From an optimization exercise on the open Yosys and OpenROAD flow, aimed at small area, a short achievable clock period and few clock cycles per item; shortcuts taken in it are not production practice.
RTL that was checked went through simulation tests only; none was proved equivalent to the original.

==> flow/design.v <==
module cordic_core (
    input  wire        clk,
    input  wire        rst,
    input  wire        start,
    input  wire [15:0] angle,
    output wire [15:0] sin_out,
    output wire [15:0] cos_out,
    output reg         busy
);
    reg  [15:0] u, v;        
    reg  [12:0] z;           
    reg  [3:0]  j;           
    reg         pu, pv;      
    reg         lpu, lpv;    
    reg         nu;          
    reg         dv;          
    reg         cu0, cu1;    
    reg         cv0, cv1;    
    assign sin_out = u;
    assign cos_out = v;
    wire acc = start & ~busy;
    wire [13:0] th = angle[13:0];
    wire        d1 = th[13];
    wire        d2 = d1 ? (th >= 14'd13028) : (th >= 14'd3356);
    reg  [15:0] x3, y3;
    reg  [12:0] c3;          
    always @(*) begin
        case ({d1, d2})
            2'b00: begin x3 = 16'd16170; y3 = 16'd1245;  c3 = 13'd801;  end
            2'b01: begin x3 = 16'd13682; y3 = 16'd8707;  c3 = 13'd5911; end
            2'b10: begin x3 = 16'd8707;  y3 = 16'd13682; c3 = 13'd2281; end
            default: begin x3 = 16'd1245; y3 = 16'd16170; c3 = 13'd7391; end
        endcase
    end
    wire [15:0] uini = (angle[14] ? x3 : y3) ^ {16{angle[15]}};
    wire [15:0] vini = (angle[14] ? y3 : x3) ^ {16{angle[15] ^ angle[14]}};
    wire [12:0] at =
        (j == 4'd0)  ? 13'd1297 :
        (j == 4'd1)  ? 13'd651 :
        (j == 4'd2)  ? 13'd326 :
        (j == 4'd3)  ? 13'd163 :
        (j == 4'd4)  ? 13'd81 :
        (j == 4'd5)  ? 13'd41 :
        (j == 4'd6)  ? 13'd20 :
        (j == 4'd7)  ? 13'd10 :
        (j == 4'd8)  ? 13'd5 :
        (j == 4'd9)  ? 13'd3 :
        (j == 4'd10) ? 13'd1 :
        (j == 4'd11) ? 13'd1 : 13'd0;
    wire        d    = ~z[12];                  
    wire        zsub = ~busy | d;
    wire [12:0] za   = busy ? z : angle[12:0];
    wire [12:0] zb   = (busy ? at : c3) ^ {13{zsub}};
    wire [12:0] znxt;
    zadd ZADD (.a(za), .b(zb), .c(zsub), .y(znxt));
    wire        subu = nu ^ pv;
    wire        subv = dv ^ pu;
    wire        mu   = nu;
    wire        mv   = dv;
    wire        fixu = lpu & subu;
    wire        fixv = lpv & subv;
    wire        ciu  = nu ? cu1 : cu0;          
    wire        civ  = dv ? cv1 : cv0;          
    wire        fu   = (~busy | fixu) ? mu : v[15];
    wire        fv   = (~busy | fixv) ? mv : u[15];
    wire [12:0] sv1 = j[0] ? {fu, v[15:4]} : v[15:3];
    wire [12:0] sv2 = j[1] ? {{2{fu}}, sv1[12:2]} : sv1;
    wire [12:0] sv3 = j[2] ? {{4{fu}}, sv2[12:4]} : sv2;
    wire [12:0] sv4 = j[3] ? {{8{fu}}, sv3[12:8]} : sv3;
    wire [12:0] su1 = j[0] ? {fv, u[15:4]} : u[15:3];
    wire [12:0] su2 = j[1] ? {{2{fv}}, su1[12:2]} : su1;
    wire [12:0] su3 = j[2] ? {{4{fv}}, su2[12:4]} : su2;
    wire [12:0] su4 = j[3] ? {{8{fv}}, su3[12:8]} : su3;
    wire [15:0] opu = ({{3{fu}}, sv4} ^ {16{mu}}) ^ {14'd0, fixu, 1'b0};
    wire [15:0] opv = ({{3{fv}}, su4} ^ {16{mv}}) ^ {14'd0, fixv, 1'b0};
    wire [15:0] unxt, vnxt;
    uvadd UADD (.a(u), .b(opu), .c(ciu), .y(unxt));
    uvadd VADD (.a(v), .b(opv), .c(civ), .y(vnxt));
    wire lastn = busy & (j == 4'd10);           
    wire busyn = acc | (busy & (j != 4'd11));
    wire pun   = busy ? pu : angle[15];
    wire pvn   = busy ? pv : angle[15] ^ angle[14];
    wire ku    = pvn ^ (lastn & pun);            
    wire kv    = pun ^ (lastn & pvn);            
    wire [3:0] jn = busy ? ((j == 4'd11) ? 4'd13 : j + 4'd1) : (acc ? 4'd0 : 4'd13);
    always @(posedge clk or posedge rst) begin
        if (rst)
            busy <= 1'b0;
        else
            busy <= busyn;
    end
    always @(posedge clk) begin
        j   <= jn;
        lpu <= lastn & pun;
        lpv <= lastn & pvn;
        pu  <= pun;
        pv  <= pvn;
        z   <= znxt;
        nu  <= busyn & znxt[12];
        dv  <= ~znxt[12];
        cu0 <= busyn & ku;
        cu1 <= busyn & ~ku;
        cv0 <= busyn & kv;
        cv1 <= busyn & ~kv;
        u   <= acc ? uini : unxt;
        v   <= acc ? vini : vnxt;
    end
endmodule
module uvadd(input [15:0] a, input [15:0] b, input c, output [15:0] y);
  assign y = a + b + {15'd0, c};
endmodule
module zadd(input [12:0] a, input [12:0] b, input c, output [12:0] y);
  assign y = a + b + {12'd0, c};
endmodule
Settings: LEC_CHECK=0, ABC_AREA=1, CAP_MARGIN=20, CORE_MARGIN=2, CORE_UTILIZATION=40, CTS_BUF_LIST=sky130_fd_sc_hd__clkbuf_8, SETUP_SLACK_MARGIN=1.5, SLEW_MARGIN=20; clock period 5.0 ns.
standard.sh (not shown) runs the stock make flow with config.mk's settings and CLKGATE_MAP_FILE= SYNTH_SCRIPT=/design/flow/synth_recipe.tcl, a recipe that flattens the netlist after the stock synthesis.
==> flow/flow/run.sh <==
#!/bin/bash
set -o pipefail
export BUFFER_PORTS_ARGS="-buffer_cell sky130_fd_sc_hd__buf_1"
cat standard.sh > standard.sh.copy.log
bash standard.sh > standard.log 2>&1
Edit:
--- a/flow/design.v
+++ b/flow/design.v
@@ -10,11 +10,10 @@
     reg  [15:0] u, v;        
     reg  [12:0] z;           
     reg  [3:0]  j;           
     reg         pu, pv;      
     reg         lpu, lpv;    
-    reg         nu;          
     reg         dv;          
     reg         cu0, cu1;    
     reg         cv0, cv1;    
     assign sin_out = u;
     assign cos_out = v;
@@ -51,20 +50,21 @@
     wire        zsub = ~busy | d;
     wire [12:0] za   = busy ? z : angle[12:0];
     wire [12:0] zb   = (busy ? at : c3) ^ {13{zsub}};
     wire [12:0] znxt;
     zadd ZADD (.a(za), .b(zb), .c(zsub), .y(znxt));
-    wire        subu = nu ^ pv;
+    wire        du   = d;                       
+    wire        subu = du ^ ~pv;
     wire        subv = dv ^ pu;
-    wire        mu   = nu;
-    wire        mv   = dv;
+    wire        mu   = busy ? ~du : v[15];
+    wire        mv   = busy ? dv : u[15];
     wire        fixu = lpu & subu;
     wire        fixv = lpv & subv;
-    wire        ciu  = nu ? cu1 : cu0;          
+    wire        ciu  = du ? cu1 : cu0;          
     wire        civ  = dv ? cv1 : cv0;          
-    wire        fu   = (~busy | fixu) ? mu : v[15];
-    wire        fv   = (~busy | fixv) ? mv : u[15];
+    wire        fu   = fixu ? ~du : v[15];
+    wire        fv   = fixv ? dv : u[15];
     wire [12:0] sv1 = j[0] ? {fu, v[15:4]} : v[15:3];
     wire [12:0] sv2 = j[1] ? {{2{fu}}, sv1[12:2]} : sv1;
     wire [12:0] sv3 = j[2] ? {{4{fu}}, sv2[12:4]} : sv2;
     wire [12:0] sv4 = j[3] ? {{8{fu}}, sv3[12:8]} : sv3;
     wire [12:0] su1 = j[0] ? {fv, u[15:4]} : u[15:3];
@@ -78,34 +78,32 @@
     uvadd VADD (.a(v), .b(opv), .c(civ), .y(vnxt));
     wire lastn = busy & (j == 4'd10);           
     wire busyn = acc | (busy & (j != 4'd11));
     wire pun   = busy ? pu : angle[15];
     wire pvn   = busy ? pv : angle[15] ^ angle[14];
-    wire ku    = pvn ^ (lastn & pun);            
+    wire ku    = ~pvn ^ (lastn & pun);           
     wire kv    = pun ^ (lastn & pvn);            
-    wire [3:0] jn = busy ? ((j == 4'd11) ? 4'd13 : j + 4'd1) : (acc ? 4'd0 : 4'd13);
     always @(posedge clk or posedge rst) begin
         if (rst)
             busy <= 1'b0;
         else
             busy <= busyn;
     end
     always @(posedge clk) begin
-        j   <= jn;
-        lpu <= lastn & pun;
-        lpv <= lastn & pvn;
+        j   <= busy ? j + 4'd1 : (acc ? 4'd0 : 4'd12);
+        lpu <= lastn & pu;
+        lpv <= lastn & pv;
+        z   <= znxt;
         pu  <= pun;
         pv  <= pvn;
-        z   <= znxt;
-        nu  <= busyn & znxt[12];
         dv  <= ~znxt[12];
         cu0 <= busyn & ku;
         cu1 <= busyn & ~ku;
         cv0 <= busyn & kv;
         cv1 <= busyn & ~kv;
-        u   <= acc ? uini : unxt;
-        v   <= acc ? vini : vnxt;
+        u <= acc ? uini : unxt;
+        v <= acc ? vini : vnxt;
     end
 endmodule
 module uvadd(input [15:0] a, input [15:0] b, input c, output [15:0] y);
   assign y = a + b + {15'd0, c};
 endmodule
After rerunning:
- The new run completed with no timing, DRC or antenna violations
- worst setup slack degrades by 14 ps
- wire length went down by 5.3%
- cell area went down by 1.9%
- cell count went down by 4.2%
- non-clock buffer count went up by 3
- hold slack improves by 9.5 ps
- die area went down by 1.9%
- clock skew went down by 5.2 ps
- via count went down by 3.0%
Testbench counts after the change, summed over its fixed seeds: cycles 62,408, items 4,800.
Function not checked in the first run of this note: the RTL went through the layout flow alone.

re-timing with driven ports:
The results above use ideal ports. As a check the final layouts listed here were re-extracted and re-timed, cells and wires unchanged.
Step 1 sets driving cells, clkbuf_16 on the clock port and buf_2 on the other inputs (assumed; they add their load-dependent delay and slew).
Step 2, shift: input delay + t, output delay - t, t = (earliest + latest rising clock arrival at the registers) / 2. This alone moves slack from input paths to output paths.
Slacks: no drivers / after step 1 / after step 2; pairs: no drivers / after step 1.
run	t (ns)	slack for setup (ns)	worst register clock-pin slew, ns	worst data-port slew with drivers (ns)	cell pins on the clock port's net
the first run	0.410	1.701 / 1.721 / 1.310	0.08 / 0.08	0.03	1
the second run	0.405	1.687 / 1.687 / 1.416	0.08 / 0.08	0.03	1
After both steps every run listed still meets setup and hold. For the first run, which loses most, drivers alone change the setup slack by +0.020 ns; drivers and shift together by -0.391 ns.
